This design comes from an exercise in tuning for small area, a short achievable clock period and few clock cycles per item on the open sky130 flow, not from production work. RTL that was checked went through simulation tests only; none was proved equivalent to the original.

build 80:
// ml_demodulator
module ml_demodulator(
    i_clk,
    i_reset,
    i_trig,
    i_y_hat,
    i_r,
    i_rd_rdy,
    o_rd_vld,
    o_llr,
    o_hard_bit
);
input i_clk;
input i_reset;
input i_trig;
input [159:0] i_y_hat;
input [319:0] i_r;
input i_rd_rdy;
output o_rd_vld;
output [7:0] o_llr;
output o_hard_bit;
function [11:0] abs1;             
    input [11:0] x;
    abs1 = x[11] ? ~x : x;
endfunction
function [11:0] sx10;             
    input [9:0] x;
    sx10 = {{2{x[9]}}, x};
endfunction
function [9:0] rsx;
    input [9:0] r, i;
    input s, t;
    rsx = (r ^ {10{s}}) + (i ^ {10{t}});
endfunction
function [11:0] wmin;
    input [11:0] x;
    input [9:0]  a;
    reg   [11:0] w;
    begin
        w = abs1(x) + {3'b111, ~(a[8:0] ^ {9{a[9]}})} + {11'd0, ~x[11]};
        wmin = abs1(w);
    end
endfunction
function warg;
    input [11:0] x;
    input [9:0]  a;
    warg = a[9] ? (~x[11] | (&x)) : x[11];
endfunction
wire [39:0] r34, r24, r14, r23, r13, r12;
wire [19:0] r44, r33, r22, r11;
assign {r44, r34, r24, r14, r33, r23, r13, r22, r12, r11} = i_r;
wire [39:0] y4 = i_y_hat[159:120], y3 = i_y_hat[119:80], y2 = i_y_hat[79:40], y1 = i_y_hat[39:0];
reg [5:0] y4r, y4i, y3r, y3i, y2r, y2i, y1r, y1i;
reg [9:0] q44, q33, q22, q11;
reg [9:0] q34r, q34i, q24r, q24i, q14r, q14i, q23r, q13r, q13i, q12r, q12i;
reg [7:0] q23i;
always @(posedge i_clk) begin
    if (i_trig) begin
        y4r <= y4[18:13]; y4i <= y4[38:33];
        y3r <= y3[18:13]; y3i <= y3[38:33];
        y2r <= y2[18:13]; y2i <= y2[38:33];
        y1r <= y1[18:13]; y1i <= y1[38:33];
        q44 <= r44[19:10]; q33 <= r33[19:10]; q22 <= r22[19:10]; q11 <= r11[19:10];
        q34r <= r34[19:10]; q34i <= r34[39:30];
        q24r <= r24[19:10]; q24i <= r24[39:30];
        q14r <= r14[19:10]; q14i <= r14[39:30];
        q23r <= r23[19:10]; q23i <= r23[39:32];
        q13r <= r13[19:10]; q13i <= r13[39:30];
        q12r <= r12[19:10]; q12i <= r12[39:30];
    end
end
function [11:0] y12;
    input [5:0] y;
    reg [7:0] t;
    begin
        t = {{2{y[5]}}, y} + {y[5], y, 1'b0};
        y12 = {{2{t[7]}}, t, 2'b00};
    end
endfunction
reg        run;         
  ...
export LEC_CHECK = 0
export CAP_MARGIN = 20
export CORE_MARGIN = 2
export CORE_UTILIZATION = 40
export PLACE_DENSITY = 0.6
export SLEW_MARGIN = 20
create_clock -name core_clock -period 11.0 [get_ports {i_clk}]
standard.sh (not shown) runs the stock make flow with config.mk's settings and CLKGATE_MAP_FILE= SYNTH_SCRIPT=/design/flow/synth_recipe.tcl, a recipe that flattens the netlist after the stock synthesis.
==> flow/flow/run.sh <==
#!/bin/bash
# Standard layout, with the port buffers made of plain buffer cells
# (buf_2) instead of the delay-buffer cells buffer_ports picks by default.
set -o pipefail
cp standard.sh standard.sh.txt 2>/dev/null
export BUFFER_PORTS_ARGS="-buffer_cell sky130_fd_sc_hd__buf_2"
bash standard.sh > standard_flow.log 2>&1
--- input diff build 80..build 57 ---
Settings: SETUP_SLACK_MARGIN now 5, previously not set.
==> flow/run.sh (new file) <==
#!/bin/bash
# synth_recipe.tcl (not shown) runs the flow's synth.tcl, then flattens the netlist and writes it again
# the make line also repeats each setting of config.mk as NAME=value (left out here)
make -C /OpenROAD-flow-scripts/flow DESIGN_CONFIG=/design/flow/config.mk WORK_HOME=/design/flow/orfs CLKGATE_MAP_FILE= SYNTH_SCRIPT=/design/flow/synth_recipe.tcl finish
removed: flow/flow/run.sh
removed: flow/standard.sh
Findings:
Build 57: all stages complete, timing, DRC and antenna checks passed. The final non-filler cell area in build 57 sits about 3.6% above the value recorded for build 80. The run showing the smaller combined global-route utilization of all metal layers is build 80. Build 57 against build 80: hold slack increased by 0.0082 ns relative to the old numbers; total grt overflow closely matched the old numbers. Looking at start point of the critical path, the i_rd_rdy result is from build 57; the q22[9] one comes from build 80. Against build 80, worst reg-to-reg path cell count in build 57 fell by a little under 10%. Changes observed in build 57 relative to build 80: worst endpoint data arrival time moved down.
The following lists how build 97 was set up differently from build 57:
Settings: clearing SETUP_SLACK_MARGIN, which used to be 5.
Build 97: no failed stages, no open violations at the end. Build 97 and build 57 ended up with nearly the same final area. Post-DP HPWL came out exactly the same in build 97 and build 57. Launching instance or port of the critical path: i_rd_rdy -> build 57, q22[9] -> build 97. Met2 track demand over resource delta (build 57 -> build 97): insignificant.
No functional check of the RTL was part of any run of this note.

## P
Another version of the RTL of ml_demodulator (not shown whole).
Size in the first run: about 3000 cells after synthesis, roughly 390 flip-flops, about 490 I/O pins, roughly 29000 um2 of cells after synthesis.
==> flow/design.v (excerpt) <==
module ml_demodulator(
    i_clk,
    i_reset,
    i_trig,
    i_y_hat,
    i_r,
    i_rd_rdy,
    o_rd_vld,
    o_llr,
    o_hard_bit
);
==> flow/config.mk <==
export PLATFORM = sky130hd
export DESIGN_NAME = ml_demodulator
export DESIGN_NICKNAME = ml_demodulator
export VERILOG_FILES = /design/flow/design.v
export SDC_FILE = /design/flow/constraint.sdc
export NUM_CORES = 4
export LEC_CHECK = 0
export ABC_AREA = 1
export CAP_MARGIN = 20
export CORE_MARGIN = 2
export CORE_UTILIZATION = 40
export PLACE_DENSITY = 0.6
export SLEW_MARGIN = 20
==> flow/constraint.sdc <==
create_clock -name core_clock -period 11.0 [get_ports {i_clk}]
set_input_delay 2.2000 -clock core_clock [delete_from_list [all_inputs] [get_ports {i_clk}]]
set_output_delay 2.2000 -clock core_clock [all_outputs]
set_load 0.01 [all_outputs]
==> flow/flow/run.sh <==
#!/bin/bash
# Standard layout (the standard.sh), with
#  - the port buffers made of plain buffer cells (buf_1) instead of the
#    delay-buffer cells buffer_ports picks by default (every input and
#    output port still gets its own buffer);
#  - timing repair asked to over-fix setup by 6.3 ns (the constraints and
#    the clock period are unchanged).
set -o pipefail
export BUFFER_PORTS_ARGS="-buffer_cell sky130_fd_sc_hd__buf_1"
export SETUP_SLACK_MARGIN=6.3
bash standard.sh > standard_flow.log 2>&1
P | stages: all done | timing, DRC, antenna: all pass
Testbench counts of P, summed over its fixed seeds: cycles 24,968, items 960.
diff inputs: P => Q
- SETUP_SLACK_MARGIN newly set to 5
- ABC_AREA removed (was 1)
==> flow/flow/run.sh <==
#!/bin/bash
# Standard layout (the standard.sh), with the port buffers made of plain
# buffer cells (buf_1) instead of the delay-buffer cells buffer_ports picks
# by default. Every input and output port still gets its own buffer.
set -o pipefail
export BUFFER_PORTS_ARGS="-buffer_cell sky130_fd_sc_hd__buf_1"
bash standard.sh > standard_flow.log 2>&1
==> run summary <==
- The net count reported at finish in Q sits 371 below the value recorded for P.
- Delta (Q minus P): routed wire length shows a reduction of 2.9 mm; initial antenna violation count shows an increase of 3.
- Across Q and P, the outcome is the same: a clean finish for every run.
[inputs] R vs Q
- SETUP_SLACK_MARGIN: 5 -> unset
==> flow/flow/run.sh <==
#!/bin/bash
# Standard layout (the standard.sh), with
#  - the port buffers made of plain buffer cells (buf_2) instead of the
#    delay-buffer cells buffer_ports picks by default (every input and
#    output port still gets its own buffer);
#  - timing repair asked to over-fix setup by 6.3 ns (the constraints and
#    the clock period are unchanged).
set -o pipefail
export BUFFER_PORTS_ARGS="-buffer_cell sky130_fd_sc_hd__buf_2"
export SETUP_SLACK_MARGIN=6.3
bash standard.sh > standard_flow.log 2>&1
### Flow results
From Q to R, simple-gate share of the synthesized area did not move at all.
Q → R: half-perimeter wire length after placement went up by 170 um, count of cells along the worst register-to-register path increased 1.
R: number of fill cells in the layout lower than Q
The final reports for R and Q show final cell count without fillers higher in the former.

try-raven:
The RTL this note starts from:
==> flow/design.v <==
module rsmul (
    r_r, 
    r_i, 
    s_r, 
    mul_r, 
    mul_i
);
    input signed [5:0] r_r, r_i;
    input [1:0] s_r;
    output signed [8:0] mul_r, mul_i;
    wire signed [2:0] s;
    assign s = {1'b0, s_r};
    assign mul_r = s * r_r;
    assign mul_i = s * r_i;
endmodule
module ml_demodulator(
    i_clk,
    i_reset,
    i_trig,
    i_y_hat,
    i_r,
    i_rd_rdy,
    o_rd_vld,
    o_llr,
    o_hard_bit
);
input i_clk;
input i_reset;
input i_trig;
input [159:0] i_y_hat;
input [319:0] i_r;
input i_rd_rdy;
output o_rd_vld;
output [7:0] o_llr;
output o_hard_bit;
function [11:0] abs1;             
    input [11:0] x;
    abs1 = x[11] ? ~x : x;
endfunction
function [11:0] sx10;             
    input [9:0] x;
    sx10 = {{2{x[9]}}, x};
endfunction
function [9:0] rsx;
    input [9:0] r, i;
    input s, t;
    rsx = (r ^ {10{s}}) + (i ^ {10{t}});
endfunction
function [11:0] wmin;
    input [11:0] x;
    input [9:0]  a;
    reg   [11:0] w;
    begin
        w = abs1(x) + {3'b111, a[8:0]} + {11'd0, ~x[11]};
        wmin = {1'b0, abs1(w)} & 12'h7ff;      
    end
endfunction
function warg;
    input [11:0] x;
    input [9:0]  a;
    warg = a[9] ? (~x[11] | (&x)) : x[11];
endfunction
wire [39:0] r34, r24, r14, r23, r13, r12;
wire [19:0] r44, r33, r22, r11;
assign {r44, r34, r24, r14, r33, r23, r13, r22, r12, r11} = i_r;
wire [39:0] y4 = i_y_hat[159:120], y3 = i_y_hat[119:80], y2 = i_y_hat[79:40], y1 = i_y_hat[39:0];
reg [5:0] y4r, y4i, y3r, y3i, y2r, y2i, y1r, y1i;
reg [9:0] q44, q33, q22, q11;
reg [9:0] q34r, q34i, q24r, q24i, q14r, q14i, q23r, q13r, q13i, q12r, q12i;
reg [7:0] q23i;
always @(posedge i_clk) begin
    if (i_trig) begin
        y4r <= y4[18:13]; y4i <= y4[38:33];
        y3r <= y3[18:13]; y3i <= y3[38:33];
        y2r <= y2[18:13]; y2i <= y2[38:33];
        y1r <= y1[18:13]; y1i <= y1[38:33];
        q44 <= r44[19:10]; q33 <= r33[19:10]; q22 <= {r22[19], ~(r22[18:10] ^ {9{r22[19]}})};
        q11 <= {r11[19], ~(r11[18:10] ^ {9{r11[19]}})};
        q34r <= r34[19:10]; q34i <= r34[39:30];
        q24r <= r24[19:10]; q24i <= r24[39:30];
        q14r <= r14[19:10]; q14i <= r14[39:30];
        q23r <= r23[19:10]; q23i <= r23[39:32];
        q13r <= r13[19:10]; q13i <= r13[39:30];
        q12r <= r12[19:10]; q12i <= r12[39:30];
    end
end
function [11:0] y12;
    input [5:0] y;
    reg [7:0] t;
    begin
        t = {{2{y[5]}}, y} + {y[5], y, 1'b0};
        y12 = {{2{t[7]}}, t, 2'b00};
    end
endfunction
reg        run;         
reg [3:0]  idx;         
reg        vB, vC, vD;
reg [3:0]  idxD;        
always @(posedge i_clk or posedge i_reset) begin
    if (i_reset) begin
        run <= 1'b0; idx <= 4'd0;
        vB <= 1'b0; vC <= 1'b0; vD <= 1'b0;
        idxD <= 4'd0;
    end else begin
        if (i_trig) begin
            run <= 1'b1; idx <= 4'd0;
        end else if (run) begin
            idx <= idx + 4'd1;
            if (idx == 4'd15) run <= 1'b0;
        end
        vB <= run; vC <= vB; vD <= vC;
        if (vD) idxD <= idxD + 4'd1;
    end
end
wire [1:0] j4 = idx[3:2];
wire [1:0] m  = idx[1:0];
wire [9:0]  rs44r = q44 ^ {{9{j4[0]}}, 1'b1};
wire [9:0]  rs44i = q44 ^ {{9{j4[1]}}, 1'b1};
wire [11:0] a4r = y12(y4r) - sx10(rs44r);     
wire [11:0] a4i = y12(y4i) - sx10(rs44i);
wire [9:0]  rs34r = rsx(q34r, q34i, j4[0], ~j4[1]);
wire [9:0]  rs34i = rsx(q34r, q34i, j4[1],  j4[0]);
wire [11:0] x3r = y12(y3r) - sx10(rs34r) - sx10(q33 ^ {10{m[0]}});
wire [11:0] x3i = y12(y3i) - sx10(rs34i) - sx10(q33 ^ {10{m[1]}});
wire [10:0] a4ra = abs1(a4r);
wire [10:0] a4ia = abs1(a4i);
wire [10:0] l4 = {1'b0, a4ra[9:0]} + {1'b0, a4ia[9:0]};
wire [9:0]  rs24r = rsx(q24r, q24i, j4[0], ~j4[1]);
wire [9:0]  rs24i = rsx(q24r, q24i, j4[1],  j4[0]);
wire [10:0] t23r = {1'b0, q23r} ^ {{9{m[0]}}, 2'b0};
wire [10:0] t23r2 = {q23i ^ {8{~m[1]}}, 2'b00};
wire [10:0] t23i = {q23r[9:1] ^ {9{m[1]}}, 1'b0};
wire [10:0] t23i2 = {q23i[7:1] ^ {7{m[0]}}, 3'b0};
wire [9:0]  rs23r = t23r[9:0] + t23r2[9:0];
wire [9:0]  rs23i = t23i[9:0] + t23i2[9:0];
wire [11:0] x2r = {y12(y2r)} + 12'd2 - sx10(rs24r) - sx10(rs23r);
wire [11:0] x2i = {y12(y2i)} + 12'd2 - sx10(rs24i) - sx10(rs23i);
wire [9:0]  rs14r = rsx(q14r, q14i, j4[0], ~j4[1]);
wire [9:0]  rs14i = rsx(q14r, q14i, j4[1],  j4[0]);
wire [9:0]  rs13r = rsx(q13r, q13i, m[0], ~m[1]);
wire [9:0]  rs13i = rsx(q13r, q13i, m[1],  m[0]);
wire [11:0] x1br = y12(y1r) - sx10(rs14r) - sx10(rs13r);
wire [11:0] x1bi = y12(y1i) - sx10(rs14i) - sx10(rs13i);
reg [11:0] x2rB, x2iB, x1brB, x1biB, x3rB, x3iB;
reg [10:0] lB;
always @(posedge i_clk) begin
    x2rB <= x2r; x2iB <= x2i; x1brB <= x1br; x1biB <= x1bi;
    x3rB <= x3r; x3iB <= x3i;
    lB <= l4;
end
wire        p2r = warg(x2rB, q22);
wire        p2i = warg(x2iB, q22);
wire [12:0] lBn = lB + abs1(x3rB) + abs1(x3iB) + wmin(x2rB, q22) + wmin(x2iB, q22);
wire [9:0]  rs12r = rsx(q12r, q12i, p2r, ~p2i);
wire [9:0]  rs12i = rsx(q12r, q12i, p2i,  p2r);
wire [11:0] x1r = x1brB - sx10(rs12r);
wire [11:0] x1i = x1biB - sx10(rs12i);
reg [11:0] x1rC, x1iC;
reg [12:0] lC;
reg [1:0]  p2C;
always @(posedge i_clk) begin
    x1rC <= x1r; x1iC <= x1i;
    lC <= lBn;
    p2C <= {p2i, p2r};
end
wire        p1r = warg(x1rC, q11);
wire        p1i = warg(x1iC, q11);
wire [12:0] tC = lC + wmin(x1rC, q11) + wmin(x1iC, q11);
reg [12:0] tD;
reg [1:0]  p1D, p2D;
always @(posedge i_clk) begin
    tD <= tC;
    p1D <= {p1i, p1r};
    p2D <= p2C;
end
reg [12:0] best;
reg [7:0]  res;
reg        have;
reg [2:0]  ptr;
wire take = vD & ((idxD == 4'd0) | (tD < best));
wire last = vD & (idxD == 4'd15);
wire rd   = i_rd_rdy & (have | last);
always @(posedge i_clk) begin
    if (take) begin
        best <= tD;
        res  <= {idxD, p2D, p1D};
    end
end
always @(posedge i_clk or posedge i_reset) begin
    if (i_reset) begin
        have <= 1'b0;
        ptr  <= 3'd0;
    end else begin
        if (last) begin
            have <= 1'b1;
            ptr  <= {2'b00, i_rd_rdy};
        end else if (rd) begin
            ptr <= ptr + 3'd1;
            if (ptr == 3'd7) have <= 1'b0;
        end
    end
end
assign o_rd_vld   = rd;
assign o_hard_bit = last ? (take ? p1D[0] : res[0]) : res[ptr];
assign o_llr      = {o_hard_bit, 6'b000000, 1'b1};
endmodule
export LEC_CHECK = 0
export ABC_AREA = 1
export CAP_MARGIN = 20
export CORE_MARGIN = 2
export CORE_UTILIZATION = 55
export PLACE_DENSITY = 0.7
export SLEW_MARGIN = 20
create_clock -name core_clock -period 11.0 [get_ports {i_clk}]
==> flow/flow/run.sh <==
#!/bin/bash
# Standard layout (the standard.sh), with
#  - the port buffers made of plain buffer cells (buf_1) instead of the
#    delay-buffer cells buffer_ports picks by default (every input and
#    output port still gets its own buffer);
#  - timing repair asked to over-fix setup by 6.25 ns (the constraints and
#    the clock period are unchanged);
#  - a clock tree with larger sink clusters and no dummy loads.
set -o pipefail
export BUFFER_PORTS_ARGS="-buffer_cell sky130_fd_sc_hd__buf_1"
export SETUP_SLACK_MARGIN=6.25
export CTS_ARGS="-sink_clustering_enable -repair_clock_nets -dont_use_dummy_load -sink_clustering_size 20 -sink_clustering_max_diameter 70 -buf_list sky130_fd_sc_hd__clkbuf_8"
bash standard.sh > standard_flow.log 2>&1
try-raven reached the end of the flow, and the finished layout is clean on the timing, DRC and antenna checks.
Testbench counts of try-raven, summed over its fixed seeds: cycles 24,968, items 960.
The inputs of try-ember differ from those of try-raven as listed below.
# try-raven
export LEC_CHECK = 0
export ABC_AREA = 1
export CAP_MARGIN = 20
export CORE_MARGIN = 2
export CORE_UTILIZATION = 55
export PLACE_DENSITY = 0.7
export SLEW_MARGIN = 20
create_clock -name core_clock -period 11.0 [get_ports {i_clk}]
# try-ember
export LEC_CHECK = 0
export ABC_AREA = 1
export CAP_MARGIN = 20
export CORE_MARGIN = 2
export CORE_UTILIZATION = 50
export PLACE_DENSITY = 0.65
export SLEW_MARGIN = 20
create_clock -name core_clock -period 11.0 [get_ports {i_clk}]
==> run summary <==
Via count of the first global-routing pass across try-raven and try-ember: no real change. [compare] base=try-raven new=try-ember: setup slack now sits higher; final instance count without filler cells now sits higher; share of the clock period used by the worst path now sits lower.
The following lists how try-xenon was set up differently from try-ember:
# try-ember
export LEC_CHECK = 0
export ABC_AREA = 1
export CAP_MARGIN = 20
export CORE_MARGIN = 2
export CORE_UTILIZATION = 50
export PLACE_DENSITY = 0.65
export SLEW_MARGIN = 20
create_clock -name core_clock -period 11.0 [get_ports {i_clk}]
# try-xenon
export LEC_CHECK = 0
export ABC_AREA = 1
export CAP_MARGIN = 20
export CORE_MARGIN = 2
export CORE_UTILIZATION = 40
export PLACE_DENSITY = 0.6
export SLEW_MARGIN = 20
create_clock -name core_clock -period 11.0 [get_ports {i_clk}]
==> flow/flow/run.sh <==
#!/bin/bash
# Standard layout (the standard.sh), with
#  - the port buffers made of plain buffer cells (buf_1) instead of the
#    delay-buffer cells buffer_ports picks by default (every input and
#    output port still gets its own buffer);
#  - timing repair asked to over-fix setup by 6.3 ns (the constraints and
#    the clock period are unchanged);
#  - a clock tree with larger sink clusters and no dummy loads.
set -o pipefail
export BUFFER_PORTS_ARGS="-buffer_cell sky130_fd_sc_hd__buf_1"
export SETUP_SLACK_MARGIN=6.3
export CTS_ARGS="-sink_clustering_enable -repair_clock_nets -dont_use_dummy_load -sink_clustering_size 24 -sink_clustering_max_diameter 80 -buf_list sky130_fd_sc_hd__clkbuf_16"
bash standard.sh > standard_flow.log 2>&1
Notes after the runs:
Vias after detailed routing: try-xenon vs try-ember down about 1.7%. try-ember has higher fraction of met2 tracks used by global routing than try-xenon. Going from try-ember to try-xenon, the non-clock buffer count was found to have gone up by about 9%. Between try-ember and try-xenon, the post-route minimum period is lower for try-ember. try-xenon ended up with more standard cells than try-ember. Relative to try-ember, met1 usage has gone down in try-xenon.
> inputs changed (try-xenon -> try-pepper)
# try-xenon
export LEC_CHECK = 0
export ABC_AREA = 1
export CAP_MARGIN = 20
export CORE_MARGIN = 2
export CORE_UTILIZATION = 40
export PLACE_DENSITY = 0.6
export SLEW_MARGIN = 20
create_clock -name core_clock -period 11.0 [get_ports {i_clk}]
# try-pepper
export LEC_CHECK = 0
export ABC_AREA = 1
export CAP_MARGIN = 20
export CORE_MARGIN = 2
export CORE_UTILIZATION = 55
export PLACE_DENSITY = 0.7
export SLEW_MARGIN = 20
create_clock -name core_clock -period 11.0 [get_ports {i_clk}]
--- a/flow/flow/run.sh
+++ b/flow/flow/run.sh
@@ -11,3 +11,3 @@
 export SETUP_SLACK_MARGIN=6.3
-export CTS_ARGS="-sink_clustering_enable -repair_clock_nets -dont_use_dummy_load -sink_clustering_size 24 -sink_clustering_max_diameter 80 -buf_list sky130_fd_sc_hd__clkbuf_16"
+export CTS_ARGS="-sink_clustering_enable -repair_clock_nets -dont_use_dummy_load -sink_clustering_size 16 -sink_clustering_max_diameter 60 -buf_list sky130_fd_sc_hd__clkbuf_8"
 bash standard.sh > standard_flow.log 2>&1
[summary]
- Number of nets with antenna violations after routing: try-xenon vs try-pepper, no meaningful difference
- Number of tap cells inserted, try-pepper vs try-xenon: down by more than a quarter
- Diff try-xenon -> try-pepper: total core area now sits lower; die area shrank by about 27%.
- Detailed-routing wirelength on met1 on try-pepper is down relative to try-xenon.
- Against try-xenon, first-pass GRT wire length in try-pepper fell slightly.
- Wire length sits lower in try-pepper than in try-xenon.

-- static timing again, ports no longer ideal --
How much do the figures lean on ideal ports? The routed layouts below were timed once more, with nothing changed but the port constraints.
Step 1 sets driving cells, clkbuf_16 on the clock port and buf_2 on the other inputs (assumed; they add their load-dependent delay and slew).
Step 2 adds t to the input delays and takes it off the output delays; t is the mean of the earliest and latest rising clock arrival at the registers after step 1. Input paths then give back, and output paths get back, about the clock's delay inside the block.
Three values: ideal ports, drivers, drivers and shift; two values: the first two.
| run | t (ns) | setup slack, ns | worst hold slack (ns) | cell pins on the clock port's net |
|---|---|---|---|---|
| build 80 | 0.623 | 4.926 / 4.926 / 4.926 | 0.318 / 0.318 / 0.318 | 1 |
| build 57 | 0.629 | 5.311 / 5.283 / 5.283 | 0.326 / 0.326 / 0.326 | 1 |
| build 97 | 0.629 | 4.878 / 4.878 / 4.878 | 0.326 / 0.326 / 0.326 | 1 |
| P | 0.630 | 6.243 / 6.189 / 6.189 | 0.323 / 0.323 / 0.323 | 1 |
| Q | 0.649 | 5.337 / 5.337 / 5.337 | 0.326 / 0.326 / 0.326 | 1 |
| R | 0.641 | 6.084 / 6.084 / 6.084 | 0.324 / 0.324 / 0.324 | 1 |
| try-raven | 0.649 | 6.259 / 6.214 / 6.214 | 0.336 / 0.336 / 0.336 | 1 |
| try-ember | 0.718 | 6.278 / 6.242 / 6.242 | 0.340 / 0.340 / 0.340 | 1 |
| try-xenon | 0.649 | 6.250 / 6.208 / 5.707 | 0.344 / 0.344 / 0.344 | 1 |
| try-pepper | 0.662 | 6.272 / 6.224 / 6.224 | 0.333 / 0.333 / 0.333 | 1 |
After both steps every run listed still meets setup and hold. For try-xenon, which loses most, drivers alone change the setup slack by -0.042 ns; drivers and shift together by -0.543 ns.
